Context: an optimization exercise on an open-source flow, tuned for small area, a short achievable clock period and few clock cycles. The choices shown serve that exercise and are no tape-out recipe.
The RTL was checked by simulation tests, not by an equivalence proof against the original design.
Power figures rest on the tool's default switching activity, not on a simulated workload.

==> v16: inputs <==
## std_fp_smult_pipe
module std_fp_smult_pipe #(
    parameter WIDTH = 32,
    parameter INT_WIDTH = 16,
    parameter FRAC_WIDTH = 16
) (
    input  [WIDTH-1:0]              left,
    input  [WIDTH-1:0]              right,
    input  logic                    reset,
    input  logic                    go,
    input  logic                    clk,
    output logic [WIDTH-1:0]        out,
    output logic                    done
);
clock: 7.5 ns
lec_check: 0
cap_margin: 20
core_margin: 2
core_utilization: 40
setup_slack_margin: 2.5
slew_margin: 20
synth_hierarchical: 1
tns_end_percent: 0
run.sh (not shown) runs the stock make flow with config.mk's settings and CLKGATE_MAP_FILE= SYNTH_SCRIPT=/design/flow/synth_recipe.tcl, a recipe that flattens the netlist after the stock synthesis.
==> inputs of v31, as changes to v16 <==
==> flow/flow/run.sh (new file) <==
#!/bin/bash
# Layout flow: the standard ORFS flow (standard.sh, unchanged synthesis),
# with extra ORFS variables from flow/extra.env (port buffer cell choice and
# timing-repair options). Each tool's full output is in orfs/logs/...; the
# make output is in standard.log.
set -euo pipefail
here=$(pwd)
set -a
source "$here/flow/extra.env"
set +a
bash "$here/standard.sh" > "$here/standard.log" 2>&1
==> flow/flow/extra.env (new file) <==
BUFFER_PORTS_ARGS="-buffer_cell sky130_fd_sc_hd__buf_2"
==> flow/standard.sh (new file) <==
#!/bin/bash
# synth_recipe.tcl (not shown) runs the flow's synth.tcl, then flattens the netlist and writes it again
# the make line also repeats each setting of config.mk as NAME=value (left out here)
make -C /OpenROAD-flow-scripts/flow DESIGN_CONFIG=/design/flow/config.mk WORK_HOME=/design/flow/orfs CLKGATE_MAP_FILE= SYNTH_SCRIPT=/design/flow/synth_recipe.tcl "${@:-finish}"
--- a/flow/config.mk
+++ b/flow/config.mk
@@ -8,7 +8,6 @@
 export CAP_MARGIN = 20
 export CORE_MARGIN = 2
 export CORE_UTILIZATION = 40
-export SETUP_SLACK_MARGIN = 2.5
+export SETUP_SLACK_MARGIN = 2.0
 export SLEW_MARGIN = 20
 export SYNTH_HIERARCHICAL = 1
-export TNS_END_PERCENT = 0
removed: flow/run.sh
==> comparison <==
- Of v16 and v31, v16 has the higher non-clock buffer count (gap 60).
- Final cell count: v16 is higher than v31 (about 2.5%).
- Against v31, the power of v16 is higher by about 11%.
- Global-route usage: v16 is higher than v31 (2.0 points).
- In sequential power, v31 and v16 hardly differ.
- In v16 the combinational power is larger than in v31, by about 10%.
- Area after synthesis is the same in v31 and v16.
- Against v31, the core utilization of v16 is higher by 2.6 points.
- In synthesized cell count, v31 and v16 do not differ.
- In v31 the count of clock-buffer cells in the layout is lower than in v16, by 1.
==> figures <==
| quantity | v16 | v31 |
|---|---|---|
| Relative area of clock buffers and inverters in the final design | 1.09% | 1.40% |
| GR met1 Demand/Resource | 38.3% | 36.4% |
| Vias per inst | 6.33 | 6.19 |
| Static leakage | 10.4 nW | 9.98 nW |
| Drt wl/cell | 28.1 um | 26.7 um |
| Clock distribution power | 417 uW | 498 uW |
| Number of placed instances, taps included | 2,655 | 2,634 |
| Ratio of cells with drive above 1 in the final layout | 10.9% | 9.84% |
| Sequential share of cell area | 6.74% | 7.13% |
| Count of buffers added by post-CTS timing repair for setup | 39 | 2 |
| Buffer share of cell area | 7.39% | 3.71% |
| Net count, final | 2,589 | 2,520 |
| Routing usage on met3 | 5.63% | 4.42% |
| Combinational group power | 10.8 mW | 9.54 mW |
| Final-layout clock buffer total | 10 | 9 |
| Total Routing Usage GR | 28.9% | 26.9% |
| Max VDD drop | 0.298 mV | 0.275 mV |
| FMAX | 187 MHz | 186 MHz |
| Repair and plain buffers | 204 | 144 |
| Crit path arrival time | 5.60 ns | 5.69 ns |
| Wire length of the first global-routing pass | 115 mm | 108 mm |
| Status | complete, no violations | complete, no violations |
Testbench counts of v16, summed over its fixed seeds: cycles 4,008.
Testbench counts of v31, summed over its fixed seeds: cycles 4,008.


==> run a <==
Starting RTL as in the previous note.
Settings: LEC_CHECK=0, CAP_MARGIN=20, CORE_MARGIN=2, CORE_UTILIZATION=40, SLEW_MARGIN=20, SYNTH_HIERARCHICAL=1; clock period 7.5 ns.
Stock flow here: none of the scripts above is used.
==> inputs of run b, as changes to run a <==
==> flow/flow/run.sh (new file) <==
#!/bin/bash
# Layout flow: the standard ORFS flow (standard.sh, unchanged synthesis),
# with extra ORFS variables from flow/extra.env (port buffer cell choice and
# timing-repair options). Each tool's full output is in orfs/logs/...; the
# make output is in standard.log.
set -euo pipefail
here=$(pwd)
set -a
source "$here/flow/extra.env"
set +a
bash "$here/standard.sh" > "$here/standard.log" 2>&1
==> flow/flow/extra.env (new file) <==
BUFFER_PORTS_ARGS="-buffer_cell sky130_fd_sc_hd__buf_2"
==> flow/standard.sh (new file) <==
#!/bin/bash
# synth_recipe.tcl (not shown) runs the flow's synth.tcl, then flattens the netlist and writes it again
# the make line also repeats each setting of config.mk as NAME=value (left out here)
make -C /OpenROAD-flow-scripts/flow DESIGN_CONFIG=/design/flow/config.mk WORK_HOME=/design/flow/orfs CLKGATE_MAP_FILE= SYNTH_SCRIPT=/design/flow/synth_recipe.tcl "${@:-finish}"
Settings changed: SETUP_SLACK_MARGIN from default to 2.5.
removed: flow/run.sh
==> inputs of run c, as changes to run a <==
Settings changed: CORE_UTILIZATION 40 to 60, PLACE_DENSITY from default to 0.7, SETUP_SLACK_MARGIN from default to 2.0.
==> inputs of run d, as changes to run a <==
Settings changed: SETUP_SLACK_MARGIN from default to 3.0.
==> out/results.ini <==
[cells_and_area]
n_fill_cell=4201
multiInputCombCellCount=1710

[timing]
worst_slack_ps=2470
final.hold.worst_slack_ps=1650

[setup_path]
cp_slowest_stage_delay_ps=460

[outcome]
status=timing/DRC/antenna clean

[global_routing]
global_route.usage.met1=0.418

Source of the figures above: run d

==> out/results.ini <==
[outcome]
status=timing/DRC/antenna clean

[cells_and_area]
n_fill_cell=2695
multiInputCombCellCount=1690

[setup_path]
cp_slowest_stage_delay_ps=1180

[global_routing]
global_route.usage.met1=0.545

Source of the figures above: run c

==> out/results.ini <==
[cells_and_area]
n_fill_cell=4765
multiInputCombCellCount=1695

[outcome]
status=timing/DRC/antenna clean

[global_routing]
global_route.usage.met1=0.377

[setup_path]
cp_slowest_stage_delay_ps=510

Source of the figures above: run b

==> out/results.ini <==
[timing]
worst_slack_ps=1460
final.hold.worst_slack_ps=1650

[global_routing]
global_route.usage.met1=0.366
grt_max_degree=39

[setup_path]
cp_slowest_stage_delay_ps=630

[outcome]
status=timing/DRC/antenna clean

[cells_and_area]
multiInputCombCellCount=1689

[yosys]
synth_top_cell_by_area=sky130_fd_sc_hd__fa_1

Source of the figures above: run a

Testbench counts of run a, summed over its fixed seeds: cycles 4,008.
Testbench counts of run b, summed over its fixed seeds: cycles 4,008.
Testbench counts of run c, summed over its fixed seeds: cycles 4,008.
Testbench counts of run d, summed over its fixed seeds: cycles 4,008.

[re-timing with driven ports]
In the flow no input, the clock included, has a driving cell. The finished layouts below were timed again as built, in two steps.
Step 1 (the two cells are an assumption about what drives the block):
set clk [get_ports {clk}]
set_driving_cell -lib_cell sky130_fd_sc_hd__clkbuf_16 $clk
set_driving_cell -lib_cell sky130_fd_sc_hd__buf_2 [delete_from_list [all_inputs] $clk]
Step 2 times the ports against the registers' clock, not the clock port: input delays grow and output delays shrink by t, the midpoint of the rising clock arrivals with the driver on.
Slacks: ideal ports / drivers / drivers and shift; pairs: ideal ports / drivers.
run	shift t [ns]	setup WS [ns]	worst register clock-pin slew, ns	worst slew at a driven data input, ns
v16	0.442	2.158 / 2.192 / 1.750	0.07 / 0.07	0.06
v31	0.434	2.119 / 2.153 / 1.720	0.08 / 0.08	0.13
run a	0.432	1.462 / 1.406 / 1.475	0.08 / 0.08	0.11
run b	0.424	2.446 / 2.393 / 2.124	0.08 / 0.08	0.09
run c	0.429	1.993 / 1.949 / 1.591	0.07 / 0.07	0.09
run d	0.442	2.470 / 2.415 / 2.266	0.07 / 0.07	0.26
After both steps every run listed still meets setup and hold. For v16, which loses most, drivers alone change the setup slack by +0.034 ns; drivers and shift together by -0.408 ns.
